From an optimization exercise on the open Yosys and OpenROAD flow, aimed at small area and a short achievable clock period; shortcuts taken in it are not production practice. Only simulation tests tie the RTL to the original design; equivalence was not proved. Power and IR drop assume default switching activity.

Design riscv_core, start of the top module:
module riscv_core(clk,restart,imem_addr,imem_rdata,dmem_addr,dmem_wdata,dmem_we,dmem_rdata);
For scale: ~1,300 flip-flops, ~160 I/O pins.
==> flow/config.mk <==
export PLATFORM = sky130hd
export DESIGN_NAME = riscv_core
export DESIGN_NICKNAME = riscv_core
export VERILOG_FILES = /design/flow/design.v
export SDC_FILE = /design/flow/constraint.sdc
export NUM_CORES = 4
export LEC_CHECK = 0
export CAP_MARGIN = 20
export CORE_MARGIN = 2
export CORE_UTILIZATION = 52
export CTS_CLUSTER_DIAMETER = 80
export CTS_CLUSTER_SIZE = 24
export GPL_ROUTABILITY_DRIVEN = 1
export PLACE_DENSITY = 0.62
export SLEW_MARGIN = 20
export TNS_END_PERCENT = 5
==> flow/constraint.sdc <==
create_clock -name core_clock -period 13.0 [get_ports {clk}]
set_input_delay 2.6000 -clock core_clock [delete_from_list [all_inputs] [get_ports {clk}]]
set_output_delay 2.6000 -clock core_clock [all_outputs]
set_load 0.01 [all_outputs]
standard.sh (not shown) runs the stock make flow with config.mk's settings and CLKGATE_MAP_FILE= SYNTH_SCRIPT=/design/flow/synth_recipe.tcl, a recipe that flattens the netlist after the stock synthesis.
==> flow/flow/run.sh <==
#!/bin/bash
# The standard ORFS layout, with repair_timing aiming for more setup slack than
# the design's settings allow, the restart input placed between the address
# outputs that it gates combinationally, and plain buffers on the ports.
set -uo pipefail
bash standard.sh SETUP_SLACK_MARGIN=7.2 IO_CONSTRAINTS="$PWD/flow/io.tcl" \
  BUFFER_PORTS_ARGS="-buffer_cell sky130_fd_sc_hd__buf_1" finish > run_standard.log 2>&1
==> flow/flow/io.tcl <==
# Keep restart next to the address outputs it gates combinationally.
set_io_pin_constraint -group -order -region right:* -pin_names {imem_addr[31] dmem_addr[31] imem_addr[30] dmem_addr[30] imem_addr[29] dmem_addr[29] imem_addr[28] dmem_addr[28] imem_addr[27] dmem_addr[27] imem_addr[26] dmem_addr[26] imem_addr[25] dmem_addr[25] imem_addr[24] dmem_addr[24] imem_addr[23] dmem_addr[23] imem_addr[22] dmem_addr[22] imem_addr[21] dmem_addr[21] imem_addr[20] dmem_addr[20] imem_addr[19] dmem_addr[19] imem_addr[18] dmem_addr[18] imem_addr[17] dmem_addr[17] imem_addr[16] dmem_addr[16] restart imem_addr[15] dmem_addr[15] imem_addr[14] dmem_addr[14] imem_addr[13] dmem_addr[13] imem_addr[12] dmem_addr[12] imem_addr[11] dmem_addr[11] imem_addr[10] dmem_addr[10] imem_addr[9] dmem_addr[9] imem_addr[8] dmem_addr[8] imem_addr[7] dmem_addr[7] imem_addr[6] dmem_addr[6] imem_addr[5] dmem_addr[5] imem_addr[4] dmem_addr[4] imem_addr[3] dmem_addr[3] imem_addr[2] dmem_addr[2] imem_addr[1] dmem_addr[1] imem_addr[0] dmem_addr[0]}
The starting point finished clean.
==> next run, changes <==
==> flow/flow/run.sh (replaced) <==
#!/bin/bash
# The standard ORFS layout, with repair_timing aiming for more setup slack than
# the design's settings allow, and the restart input placed between the
# address outputs that it gates combinationally.
set -uo pipefail
bash standard.sh SETUP_SLACK_MARGIN=7.5 IO_CONSTRAINTS="$PWD/flow/io.tcl" finish > run_standard.log 2>&1
- CORE_UTILIZATION: 52 -> 45
- CTS_CLUSTER_DIAMETER: 80 -> 60
- CTS_CLUSTER_SIZE: 24 -> 16
- PLACE_DENSITY: 0.62 -> 0.55
- TNS_END_PERCENT: 5 -> unset
Cell count rises by a few percent.
Combinational power rises by a quarter to a third.
Wire length rises by a few percent.
Setup slack barely changes.
Clock-buffer cell count rises by 39.
First-iteration DRC count falls by roughly a tenth.
==> next run, changes <==
==> flow/flow/run.sh (replaced) <==
#!/bin/bash
# The standard ORFS layout, with repair_timing aiming for more setup slack than
# the design's settings allow, the restart input placed between the address
# outputs that it gates combinationally, and plain buffers on the ports.
set -uo pipefail
bash standard.sh SETUP_SLACK_MARGIN=7.5 IO_CONSTRAINTS="$PWD/flow/io.tcl" \
  BUFFER_PORTS_ARGS="-buffer_cell sky130_fd_sc_hd__buf_1" finish > run_standard.log 2>&1
- CTS_CLUSTER_DIAMETER: 60 -> 70
- CTS_CLUSTER_SIZE: 16 -> 20
After rerunning: The new run finished clean; clock-buffer cell count shrinks by 16; total power shrinks slightly; setup slack degrades by 0.085 ns; utilization shrinks by 0.79 points; via count grows slightly; wire length barely changes; die area does not change.
==> next run, changes <==
- CORE_UTILIZATION: 45 -> 52
- PLACE_DENSITY: 0.55 -> 0.62
Outcome: Cell count fell by 3.7%. Register-to-register slack is better by 0.06 ns. Die area went down by 13%. Wire length fell by 3.3%. Core utilization climbs by 6.9 points.
==> next run, changes <==
==> flow/flow/run.sh (replaced) <==
#!/bin/bash
# The standard ORFS layout, with repair_timing aiming for more setup slack than
# the design's settings allow, and the restart input placed between the
# address outputs that it gates combinationally.
set -uo pipefail
bash standard.sh SETUP_SLACK_MARGIN=7.5 IO_CONSTRAINTS="$PWD/flow/io.tcl" finish > run_standard.log 2>&1
- CORE_UTILIZATION: 52 -> 45
- PLACE_DENSITY: 0.62 -> 0.55
After rerunning: The new run passed the timing, DRC and antenna checks; synthesized area is unchanged; wire length came out higher by about 3.4%; global-route usage drops by 4.8 points; setup slack gains 0.076 ns; non-clock buffer count is higher by 2; worst hold slack got worse by 0.0051 ns; via count is lower by 1.4%; total power increases by about 2.5%; critical path depth shrinks by 1; utilization drops by 6.6 points.
==> next run, changes <==
==> flow/flow/run.sh (replaced) <==
#!/bin/bash
# The standard ORFS layout, with repair_timing aiming for more setup slack than
# the design's settings allow, the restart input placed between the address
# outputs that it gates combinationally, and plain buffers on the ports.
set -uo pipefail
bash standard.sh SETUP_SLACK_MARGIN=7.2 IO_CONSTRAINTS="$PWD/flow/io.tcl" \
  BUFFER_PORTS_ARGS="-buffer_cell sky130_fd_sc_hd__buf_1" finish > run_standard.log 2>&1
Effect:
- synthesized cell count stays the same
- non-clock buffer count grows by 1
- area after synthesis does not change
- via count stays flat
- final cell count is about the same
- wire length grows by 0.35%
- total power goes up by 1.9%
- fmax shrinks by 1.2%

afterwards: timing with drivers on the ports:
How much do the figures lean on ideal ports? The routed layouts below were timed once more, with nothing changed but the port constraints. Step 1, drivers: a clkbuf_16 drives clk and a buf_2 each remaining input, both assumed. Step 2 times the ports against the registers' clock, not the clock port: input delays grow and output delays shrink by t, the midpoint of the rising clock arrivals with the driver on. Slacks: ideal ports / drivers / drivers and shift; pairs: ideal ports / drivers.
run | t (ns) | setup WS [ns] | worst register clock-pin slew, ns | worst data-port slew with drivers (ns) | cell pins on the clock port's net
the first run | 0.758 | 7.163 / 7.011 / 7.011 | 0.10 / 0.10 | 0.21 | 1
the second run | 0.840 | 7.166 / 6.764 / 6.764 | 0.08 / 0.08 | 0.51 | 1
the third run | 0.826 | 7.081 / 6.900 / 6.900 | 0.09 / 0.09 | 0.17 | 1
the fourth run | 0.798 | 7.085 / 6.911 / 6.911 | 0.09 / 0.09 | 0.20 | 1
the fifth run | 0.825 | 7.161 / 6.758 / 6.758 | 0.09 / 0.09 | 0.52 | 1
the sixth run | 0.848 | 7.089 / 6.910 / 6.910 | 0.09 / 0.09 | 0.20 | 1
After both steps every run listed still meets setup and hold. The setup slack of the fifth run, which loses most, moves by -0.403 ns with the drivers and by -0.403 ns with both steps.
